From an optimization exercise on the open Yosys and OpenROAD flow, aimed at small area; shortcuts taken in it are not production practice. The RTL was checked by simulation tests, not by an equivalence proof against the original design. Power is estimated from default activity; no workload was simulated.

===== flow/run.sh =====
#!/bin/bash
# synth_recipe.tcl (not shown) runs the flow's synth.tcl, then flattens the netlist and writes it again
# the make line also repeats each setting of config.mk as NAME=value (left out here)
make -C /OpenROAD-flow-scripts/flow DESIGN_CONFIG=/design/flow/config.mk WORK_HOME=/design/flow/orfs CLKGATE_MAP_FILE= SYNTH_SCRIPT=/design/flow/synth_recipe.tcl finish

===== flow/config.mk =====
export PLATFORM = sky130hd
export DESIGN_NAME = i2c_master_axil
export DESIGN_NICKNAME = i2c_master_axil
export VERILOG_FILES = /design/flow/design.v
export SDC_FILE = /design/flow/constraint.sdc
export NUM_CORES = 4
export LEC_CHECK = 0
export CAP_MARGIN = 20
export CORE_MARGIN = 2
export CORE_UTILIZATION = 40
export SLEW_MARGIN = 20

===== flow/constraint.sdc =====
create_clock -name core_clock -period 10.0 [get_ports {S_AXI_ACLK}]
set_input_delay 2.0000 -clock core_clock [delete_from_list [all_inputs] [get_ports {S_AXI_ACLK}]]
set_output_delay 2.0000 -clock core_clock [all_outputs]
set_load 0.01 [all_outputs]

===== flow/design.v =====
`timescale 1ns/1ps
module i2c_master #(
    parameter CLK_FREQ_HZ = 50000000,
    parameter I2C_FREQ_HZ = 400000
)(
    input  wire        clk,
    input  wire        rst,
    input  wire        i_start_transfer,
    input  wire [6:0]  i_address,
    input  wire [2:0]  i_n_bytes,
    input  wire        i_is_read,
    output wire        o_ready_for_cmd,
    input  wire        i_tx_data_valid,
    input  wire [7:0]  i_tx_data,
    output wire        o_tx_data_ready,
    output reg         o_rx_data_valid,
    output reg  [7:0]  o_rx_data,
    input  wire        i_rx_data_ready,
    output reg         o_transfer_done,
    output reg         o_ack_error,
    output reg         scl_oe,
    output reg         sda_oe,
    output reg         sda_int,
    input  wire        sda_in
);
    function integer clog2;
      input integer value;
      integer i;
      begin
        value = value - 1;
        for (i = 0; value > 0; i = i + 1)
          value = value >> 1;
        clog2 = i;
      end
    endfunction
    localparam PRESCALER = (CLK_FREQ_HZ / (I2C_FREQ_HZ * 4)) - 1;
    reg [clog2(PRESCALER+1)-1:0] cnt;
    reg scl_clk_en;
    wire scl_rising_edge, scl_falling_edge;
    always @(posedge clk) begin
        if (rst) cnt <= 0;
        else if(scl_clk_en) if(cnt == PRESCALER) cnt <= 0; else cnt <= cnt + 1;
        else cnt <= 0;
    end
    assign scl_rising_edge  = scl_clk_en && (cnt == PRESCALER/2);
    assign scl_falling_edge = scl_clk_en && (cnt == PRESCALER);
    localparam [3:0] ST_IDLE=0, ST_START=1, ST_TX_BYTE=2, ST_RX_BYTE=3, ST_ACK_CHECK=4, ST_ACK_SEND=5, ST_STOP=6;
    reg [3:0]  state;
    reg [7:0]  shift_reg;
    reg [2:0]  bit_cnt;
    reg [2:0]  byte_cnt;
    reg        addr_phase;   
    reg        tx_loaded;    
    always @(posedge clk or posedge rst) begin
        if(rst) begin
            state <= ST_IDLE; scl_oe <= 0; sda_oe <= 0; sda_int <= 1; scl_clk_en <= 0;
            o_transfer_done <= 0; o_ack_error <= 0; o_rx_data_valid <= 0;
            bit_cnt <= 0; addr_phase <= 0; tx_loaded <= 0;
        end else begin
            o_transfer_done <= 0;
            if(o_rx_data_valid && i_rx_data_ready) o_rx_data_valid <= 0;
            case(state)
                ST_IDLE: begin
                    scl_clk_en <= 0;
                    o_ack_error <= 0;
                    if(i_start_transfer) begin
                        shift_reg <= {i_address, i_is_read};
                        byte_cnt  <= i_n_bytes;
                        bit_cnt   <= 0;
                        state     <= ST_START;
                    end
                end
                ST_START: begin
                    scl_clk_en <= 1;
                    sda_oe <= 1; sda_int <= 0;  
                    if(scl_falling_edge) begin
                        scl_oe <= 1;
                        sda_int <= shift_reg[7];
                        shift_reg <= {shift_reg[6:0], 1'b0};
                        bit_cnt <= 1; addr_phase <= 1;
                        state <= ST_TX_BYTE;
                    end
                end
                ST_TX_BYTE: begin
                    sda_oe <= 1;  
                    if (scl_rising_edge) begin
                        scl_oe <= 0;
                    end else if(scl_falling_edge) begin
                        scl_oe <= 1;
                        if(bit_cnt == 0) begin
                            sda_oe <= 0; tx_loaded <= 0; state <= ST_ACK_CHECK;
                        end else begin
                            sda_int <= shift_reg[7];
                            shift_reg <= {shift_reg[6:0], 1'b0};
                            bit_cnt <= bit_cnt + 1;
                        end
                    end
                end
                ST_ACK_CHECK: begin
                    sda_oe <= 0;  
                    if(o_tx_data_ready && i_tx_data_valid) begin shift_reg <= i_tx_data; tx_loaded <= 1; end
                    if (scl_rising_edge) begin
                        scl_oe <= 0; if(sda_in) o_ack_error <= 1;
                    end else if(scl_falling_edge) begin
                        scl_oe <= 1; addr_phase <= 0;
                        if(o_ack_error) begin
                            sda_oe <= 1; sda_int <= 0; state <= ST_STOP;
                        end else if(i_is_read) begin
                            state <= ST_RX_BYTE;
                        end else if(!addr_phase && byte_cnt == 0) begin
                            sda_oe <= 1; sda_int <= 0; state <= ST_STOP;
                        end else begin
                            if(!addr_phase) byte_cnt <= byte_cnt - 1;
                            sda_oe <= 1;
                            sda_int <= shift_reg[7];
                            shift_reg <= {shift_reg[6:0], 1'b0};
                            bit_cnt <= 1;
                            state <= ST_TX_BYTE;
                        end
                    end
                end
                ST_RX_BYTE: begin
                    sda_oe <= 0;
                    if(scl_rising_edge) begin
                        scl_oe <= 0; shift_reg <= {shift_reg[6:0], sda_in};
                    end else if(scl_falling_edge) begin
                        scl_oe <= 1; bit_cnt <= bit_cnt + 1;
                        if(bit_cnt == 7) begin bit_cnt <= 0; o_rx_data <= shift_reg; o_rx_data_valid <= 1; state <= ST_ACK_SEND; end
                    end
                end
                ST_ACK_SEND: begin
                    sda_oe <= 1;  
                    sda_int <= (byte_cnt == 0);  
                    if(scl_rising_edge) begin scl_oe <= 0; end
                    else if(scl_falling_edge) begin
                        scl_oe <= 1;
                        if(byte_cnt == 0) begin
                            sda_int <= 0; state <= ST_STOP;
                        end else begin
                            byte_cnt <= byte_cnt - 1; sda_oe <= 0; state <= ST_RX_BYTE;
                        end
                    end
                end
                ST_STOP: begin
                    scl_clk_en <= 1; sda_oe <= 1;
                    if(scl_rising_edge) scl_oe <= 0;
                    else if(scl_falling_edge) begin
                        sda_oe <= 0; sda_int <= 1;
                        o_transfer_done <= 1; state <= ST_IDLE;
                    end
                end
            endcase
        end
    end
    assign o_ready_for_cmd = (state == ST_IDLE);
    assign o_tx_data_ready = (state == ST_ACK_CHECK) && (addr_phase || byte_cnt > 0) && !i_is_read && !o_ack_error && !tx_loaded;
endmodule
`timescale 1ns/1ps
module i2c_master_axil #(
    parameter C_S_AXI_ADDR_WIDTH = 5,
    parameter C_S_AXI_DATA_WIDTH = 32
)(
    input  wire                         S_AXI_ACLK,
    input  wire                         S_AXI_ARESETN,
    input  wire [C_S_AXI_ADDR_WIDTH-1:0] S_AXI_AWADDR,
    input  wire                         S_AXI_AWVALID,
    output reg                          S_AXI_AWREADY,
    input  wire [C_S_AXI_DATA_WIDTH-1:0] S_AXI_WDATA,
    input  wire [(C_S_AXI_DATA_WIDTH/8)-1:0] S_AXI_WSTRB,
    input  wire                         S_AXI_WVALID,
    output reg                          S_AXI_WREADY,
    output reg  [1:0]                   S_AXI_BRESP,
    output reg                          S_AXI_BVALID,
    input  wire                         S_AXI_BREADY,
    input  wire [C_S_AXI_ADDR_WIDTH-1:0] S_AXI_ARADDR,
    input  wire                         S_AXI_ARVALID,
    output reg                          S_AXI_ARREADY,
    output reg  [C_S_AXI_DATA_WIDTH-1:0] S_AXI_RDATA,
    output reg  [1:0]                   S_AXI_RRESP,
    output reg                          S_AXI_RVALID,
    input  wire                         S_AXI_RREADY,
    output wire scl_oe,
    output wire sda_oe,
    output wire sda_o,
    input  wire sda_i
);
    localparam ADDR_I2C_NBY = 5'h00;
    localparam ADDR_I2C_ADR = 5'h04;
    localparam ADDR_I2C_RDR = 5'h08;
    localparam ADDR_I2C_TDR = 5'h0C;
    localparam ADDR_I2C_CFG = 5'h10;
    reg [31:0] i2c_nby_reg, i2c_adr_reg, i2c_rdr_reg, i2c_tdr_reg, i2c_cfg_reg;
    wire rst = ~S_AXI_ARESETN;
    reg core_start_transfer; reg [6:0] core_address; reg [2:0] core_n_bytes; reg core_is_read_latch;
    wire core_ready_for_cmd; reg core_tx_data_valid; reg [7:0] core_tx_data; wire core_tx_data_ready;
    wire core_rx_data_valid; wire [7:0] core_rx_data; reg core_rx_data_ready;
    wire core_transfer_done; wire core_ack_error;
    localparam FSM_IDLE = 3'd0, FSM_START = 3'd1, FSM_TRANSFER = 3'd2, FSM_WAIT_DONE = 3'd3, FSM_FINISH = 3'd4;
    reg [2:0] state;
    reg [1:0] byte_count_down;
    reg [1:0] rx_byte_count_up;
    reg [C_S_AXI_ADDR_WIDTH-1:0] awaddr_lat, araddr_lat;
    always @(posedge S_AXI_ACLK) begin
        if (!S_AXI_ARESETN) begin
            S_AXI_AWREADY <= 0; S_AXI_WREADY <= 0; S_AXI_BVALID <= 0; S_AXI_BRESP <= 0;
            S_AXI_ARREADY <= 0; S_AXI_RVALID <= 0; S_AXI_RRESP <= 0; S_AXI_RDATA <= 0;
            i2c_nby_reg <= 0; i2c_adr_reg <= 0; i2c_rdr_reg <= 0; i2c_tdr_reg <= 0; i2c_cfg_reg <= 0;
        end else begin
            if (~S_AXI_AWREADY && S_AXI_AWVALID) begin S_AXI_AWREADY <= 1'b1; awaddr_lat <= S_AXI_AWADDR; end else S_AXI_AWREADY <= 1'b0;
            if (~S_AXI_WREADY && S_AXI_WVALID) S_AXI_WREADY <= 1'b1; else S_AXI_WREADY <= 1'b0;
            if (S_AXI_AWREADY&&S_AXI_AWVALID && S_AXI_WREADY&&S_AXI_WVALID && ~S_AXI_BVALID) begin
                case (awaddr_lat)
                    ADDR_I2C_NBY: i2c_nby_reg <= S_AXI_WDATA;
                    ADDR_I2C_ADR: i2c_adr_reg <= S_AXI_WDATA;
                    ADDR_I2C_TDR: i2c_tdr_reg <= S_AXI_WDATA;
                    ADDR_I2C_CFG: begin
                         i2c_cfg_reg[0] <= i2c_cfg_reg[0] | S_AXI_WDATA[0];
                         i2c_cfg_reg[1] <= i2c_cfg_reg[1] & S_AXI_WDATA[1];
                         i2c_cfg_reg[2] <= i2c_cfg_reg[2] | S_AXI_WDATA[2];
                         i2c_cfg_reg[3] <= i2c_cfg_reg[3] & S_AXI_WDATA[3];
                    end
                    default: ;
                endcase
                S_AXI_BVALID <= 1'b1; S_AXI_BRESP <= 2'b00;
            end else if (S_AXI_BVALID && S_AXI_BREADY) S_AXI_BVALID <= 0;
            if (core_rx_data_valid && !core_rx_data_ready) begin
                 case (rx_byte_count_up)
                     2'd0: i2c_rdr_reg[7:0]   <= core_rx_data;
                     2'd1: i2c_rdr_reg[15:8]  <= core_rx_data;
                     2'd2: i2c_rdr_reg[23:16] <= core_rx_data;
                     2'd3: i2c_rdr_reg[31:24] <= core_rx_data;
                 endcase
            end
            if (state == FSM_IDLE) begin
                if (i2c_cfg_reg[0]) begin i2c_cfg_reg[0] <= 0; i2c_cfg_reg[1] <= 0; end
                else if (i2c_cfg_reg[2]) begin i2c_cfg_reg[2] <= 0; i2c_cfg_reg[3] <= 0; i2c_rdr_reg <= 0; end
            end
            if (state == FSM_FINISH) begin if (core_is_read_latch) i2c_cfg_reg[3] <= 1; else i2c_cfg_reg[1] <= 1; end
            if (~S_AXI_ARREADY && S_AXI_ARVALID) begin S_AXI_ARREADY <= 1'b1;  araddr_lat <= S_AXI_ARADDR; end else S_AXI_ARREADY <= 0;
            if (S_AXI_ARREADY&&S_AXI_ARVALID && ~S_AXI_RVALID) begin
                case (araddr_lat)
                    ADDR_I2C_NBY: S_AXI_RDATA <= i2c_nby_reg; ADDR_I2C_ADR: S_AXI_RDATA <= i2c_adr_reg;
                    ADDR_I2C_RDR: S_AXI_RDATA <= i2c_rdr_reg; ADDR_I2C_TDR: S_AXI_RDATA <= i2c_tdr_reg;
                    ADDR_I2C_CFG: S_AXI_RDATA <= i2c_cfg_reg; default: S_AXI_RDATA <= 32'hDEADBEEF;
                endcase
                S_AXI_RVALID <= 1'b1; S_AXI_RRESP <= 2'b00;
            end else if (S_AXI_RVALID && S_AXI_RREADY) S_AXI_RVALID <= 0;
        end
    end
    wire [1:0] nby_clamped = (i2c_nby_reg == 0) ? 2'd0 : (i2c_nby_reg > 4) ? 2'd3 : (i2c_nby_reg - 1);
    always @(posedge S_AXI_ACLK or posedge rst) begin
        if(rst) begin
            state <= FSM_IDLE;
            core_start_transfer <= 0; core_tx_data_valid <= 0; core_rx_data_ready <= 0;
            byte_count_down <= 0;
        end else begin
            core_start_transfer <= 0; core_tx_data_valid <= 0;
            if (core_rx_data_valid && !core_rx_data_ready) begin
                 core_rx_data_ready <= 1;
                 rx_byte_count_up <= rx_byte_count_up + 1;
            end else core_rx_data_ready <= 0;
            case(state)
                FSM_IDLE: begin
                    if (i2c_cfg_reg[0]) begin
                        core_is_read_latch <= 0; state <= FSM_START;
                    end else if (i2c_cfg_reg[2]) begin
                        core_is_read_latch <= 1; state <= FSM_START;
                    end
                end
                FSM_START: begin
                    core_start_transfer <= 1;
                    core_address <= i2c_adr_reg[6:0];
                    core_n_bytes <= {1'b0, nby_clamped};
                    byte_count_down <= nby_clamped;
                    rx_byte_count_up <= 0;
                    state <= FSM_TRANSFER;
                end
                FSM_TRANSFER: begin
                    if (core_transfer_done) state <= FSM_FINISH;
                    else if (!core_is_read_latch) begin
                        if (core_tx_data_ready && !core_tx_data_valid) begin
                            core_tx_data_valid <= 1;
                            case (nby_clamped - byte_count_down)
                                2'd0: core_tx_data <= i2c_tdr_reg[7:0];
                                2'd1: core_tx_data <= i2c_tdr_reg[15:8];
                                2'd2: core_tx_data <= i2c_tdr_reg[23:16];
                                2'd3: core_tx_data <= i2c_tdr_reg[31:24];
                            endcase
                            if (byte_count_down == 0) state <= FSM_WAIT_DONE; else byte_count_down <= byte_count_down - 1;
                        end
                    end
                end
                FSM_WAIT_DONE: if (core_transfer_done) state <= FSM_FINISH;
                FSM_FINISH: state <= FSM_IDLE;
            endcase
        end
    end
    i2c_master master_i (
        .clk(S_AXI_ACLK), .rst(rst), .i_start_transfer(core_start_transfer), .i_address(core_address),
        .i_n_bytes(core_n_bytes), .i_is_read(core_is_read_latch), .o_ready_for_cmd(core_ready_for_cmd),
        .i_tx_data_valid(core_tx_data_valid), .i_tx_data(core_tx_data), .o_tx_data_ready(core_tx_data_ready),
        .o_rx_data_valid(core_rx_data_valid), .o_rx_data(core_rx_data), .i_rx_data_ready(core_rx_data_ready),
        .o_transfer_done(core_transfer_done), .o_ack_error(core_ack_error),
        .scl_oe(scl_oe), .sda_oe(sda_oe), .sda_int(sda_o), .sda_in(sda_i));
endmodule

==> impl_metrics.ini <==
[status]
status = no timing/DRC/antenna violations

[clock_tree]
cts_max_level = 1
numCtsBuffers = 27
clockBufferDepth = 3
path_clk_slew_ns = 0.06
cts_num_sinks = 246
root_buffer = clkbuf_16
cts_tree = built
clk_latency_ns = 0.53
cts_hold_buf = 0
cts_resized = 0
post_cts_buffers = 0

[worst_setup_path]
worstPathCellList = clkdlybuf4s50_1 > nand2_1 > nor2_2 > buf_4 > nand3_2 > a21oi_1 > o21a_1
slowest_delay_ns = 0.79
crit_fanout = 34
worstSetupPathType = in2reg
crit_arrival_ns = 4.65
cp_slowest_cell = nand3_2
required_ns = 10.48
path_buf_inv = 2
crit_path_end_kind = register
cp_top_family = simple AND/OR/NAND/NOR gates
r2r_setup_slack_ns = 6.30
start_kind = input pin

[yosys]
async_reset_ff_share_pct = 9.35
syn_area_per_cell_um2 = 9.05
ys_warn_count = 2
ys.flop_type = dfxtp_1
netlist_area_um2 = 11500
synth_cells = 1272
synth_top_area_share_pct = 30.3
synth_edf_count = 49
synth_common_cells = nand2_1, dfxtp_1, nor2_1
synth_area_leaders = dfxtp_1, edfxtp_1, nand2_1
yosysMostFrequentCell = nand2_1
yosysSeqAreaShare_pct = 48.1
ys_types = 74
ys_ff_latch = 246
synth_largest_area_cell = dfxtp_1

[detailed_routing]
remaining_drc_errors = 0
drtPass1Iterations = 5
via_count = 9470
wirelength_mm = 33.8
routed_via_density = 5.50
wire_per_inst_um = 19.6
drt_iter0_markers = 974
postRouteAntennaNets = 0

[pwr]
power_density_nw_per_um2 = 208
p_seq_share_pct = 41.3
p_int_uw = 1900
totalPowerFinal_uw = 2790
ir_drop_uv = 131
p_sw_uw = 891
pwr-share-comb_pct = 26.2
p_sw_share_pct = 31.9
clock_power_share_pct = 32.5
leakage_uw = 0.00494

[sta]
tightest_slew_ns = 0.896
fmax_ghz = 0.240
min_period_ns = 4.17
slew_headroom_pct = 39.7
final_hold_viol_count = 0
setup_viol = 0
slew_viol_final = 0
rsz0062_at_grt = no
fin_hold_ws_ns = 0.452
fin_crit_sh_pct = 41.7
fin_tns_setup_ns = 0
finClkSkew_ns = 0.0111

[grt]
grt_pass1_wl_mm = 52.5
grt_max_degree = 89
grt_pass1_vias = 8926
grt-ovfl-total = 0
grt_usage_pct = 22.1
antenna_found_initial = 0

[finish]
final_util_pct = 47.0
fin_cells = 1722
layout-drive-gt1-share_pct = 8.45
syn_to_final_growth_pct = 16.6
antenna_cells = 0
fin_nets = 1393

[place]
place_hpwl_mm = 23.1
port_buffers = 89
dp_cells = 1674
gp_congestion = 0.873

[job]
max-cap-violations = 0

[die]
io_pins = 98
die-height_um = 174
core_area_um2 = 28500
dieArea_um2 = 30100
rows = 62
die_w_um = 174
initial_core_util_pct = 40.3

[hold_path]
hp-class = reg2reg
[power groups by stage]
| stage | Sequential (uW) | Combinational [uW] | Clock (uW) |
|---|---|---|---|
| 4_1_cts | 1150 | 728 | 927 |
| 5_1_grt | 1160 | 810 | 966 |
| 3_5_place_dp | 1170 | 724 | 0 |
| 3_3_place_gp | 1170 | 707 | 0 |
| 6_report | 1150 | 733 | 908 |
| 2_1_floorplan | 1150 | 528 | 0 |
[layout make-up]
| cell class | instances | area [um2] |
|---|---|---|
| clock buffer | 38 | 747 |
| fill | 2807 | 15100 |
| clock inverter | 10 | 50.0 |
| timing repair buffer | 103 | 993 |
| inverter | 26 | 97.6 |
| multi-input combinational | 915 | 5520 |
| tap | 384 | 480 |
| sequential | 246 | 5530 |
[per-stage QoR]
| stage | worst slack [ns] | area [um2] |
|---|---|---|
| 6_report | 5.83 | 13400 |
| 5_1_grt | 5.72 | 13400 |
| 4_1_cts | 5.88 | 13400 |
| 3_5_place_dp | 5.32 | 12600 |
| 3_3_place_gp | 5.33 | 12600 |
| 2_1_floorplan | 6.14 | 11500 |
[layout by cell type, fill, tap and decap left out, types with 36 or more instances in the layout]
cell type	count
nor2_1	104
mux2i_1	45
a21boi_0	59
nand3_1	41
edfxtp_1	49
clkdlybuf4s50_1	88
nand2_1	267
o21ai_0	47
a22oi_1	36
a21oi_1	80
dfxtp_1	174
[per-layer routing]
layer | GRT usage, % | wire length [um] | vias to the layer above
met1 | 32.1 | 15800 | 4573
met2 | 35.6 | 15200 | 290
met4 | 3.89 | 403 | 0
li1 | - | - | 4572
met3 | 3.05 | 2380 | 35
met5 | 0 | 0 | -
[worst paths after layout]
check	from	endpoint	cells after the start
max reg2reg	i2c_nby_reg[11]	core_tx_data[6]	9
min in group asynchronous	S_AXI_ARESETN	master_i.scl_oe	1
min reg2reg	S_AXI_WREADY	S_AXI_WREADY	1
max in group asynchronous	S_AXI_ARESETN	master_i.state[0]	2
max	S_AXI_ARVALID	S_AXI_RDATA[8]	7
min	S_AXI_WREADY	S_AXI_WREADY	1
[worst reg2reg max path, delay by kind of cell, from the launching register on]
family | cells | cell delay (ns)
simple gates | 6 | 2.51
flops | 1 | 0.33
fa+ha+maj | 1 | 0.30
xor+xnor | 1 | 0.21
mux | 1 | 0.09
[cell families (layout without fill, tap and decap cells)]
| kind of cell | Yosys count | after routing | synth area share, % |
|---|---|---|---|
| and+or+nand+nor | 502 | 502 | 19.8 |
| AOI/OAI and AO/OA | 332 | 332 | 20.5 |
| DFF | 246 | 246 | 48.1 |
| buffers and inverters | 114 | 177 | 4.42 |
| muxes | 50 | 50 | 4.40 |
| adders and majority gates | 22 | 22 | 2.35 |
| xor gates and xnor gates | 5 | 5 | 0.381 |
| other | 1 | 4 | 0.0326 |

## afterwards: timing with drivers on the ports
No port has a modelled driver above. Below, the same layout with a new extraction and two added sets of constraints. Step 1 sets driving cells, clkbuf_16 on the clock port and buf_2 on the other inputs (assumed; they add their load-dependent delay and slew). Step 2 also shifts input and output timing later by t, the mid clock arrival at the registers, as if the neighbouring blocks saw the same clock. Three values: ideal, step 1, step 2; two values: the first two.
t (ns): 0.574
slack for setup (ns): 5.829 / 5.849 / 5.275
latest minus earliest clock arrival (ns): 0.013 / 0.012
worst data-port slew with drivers (ns): 0.05
After both steps this run still meets setup and hold. For this run, drivers alone change the setup slack by +0.020 ns; drivers and shift together by -0.554 ns.
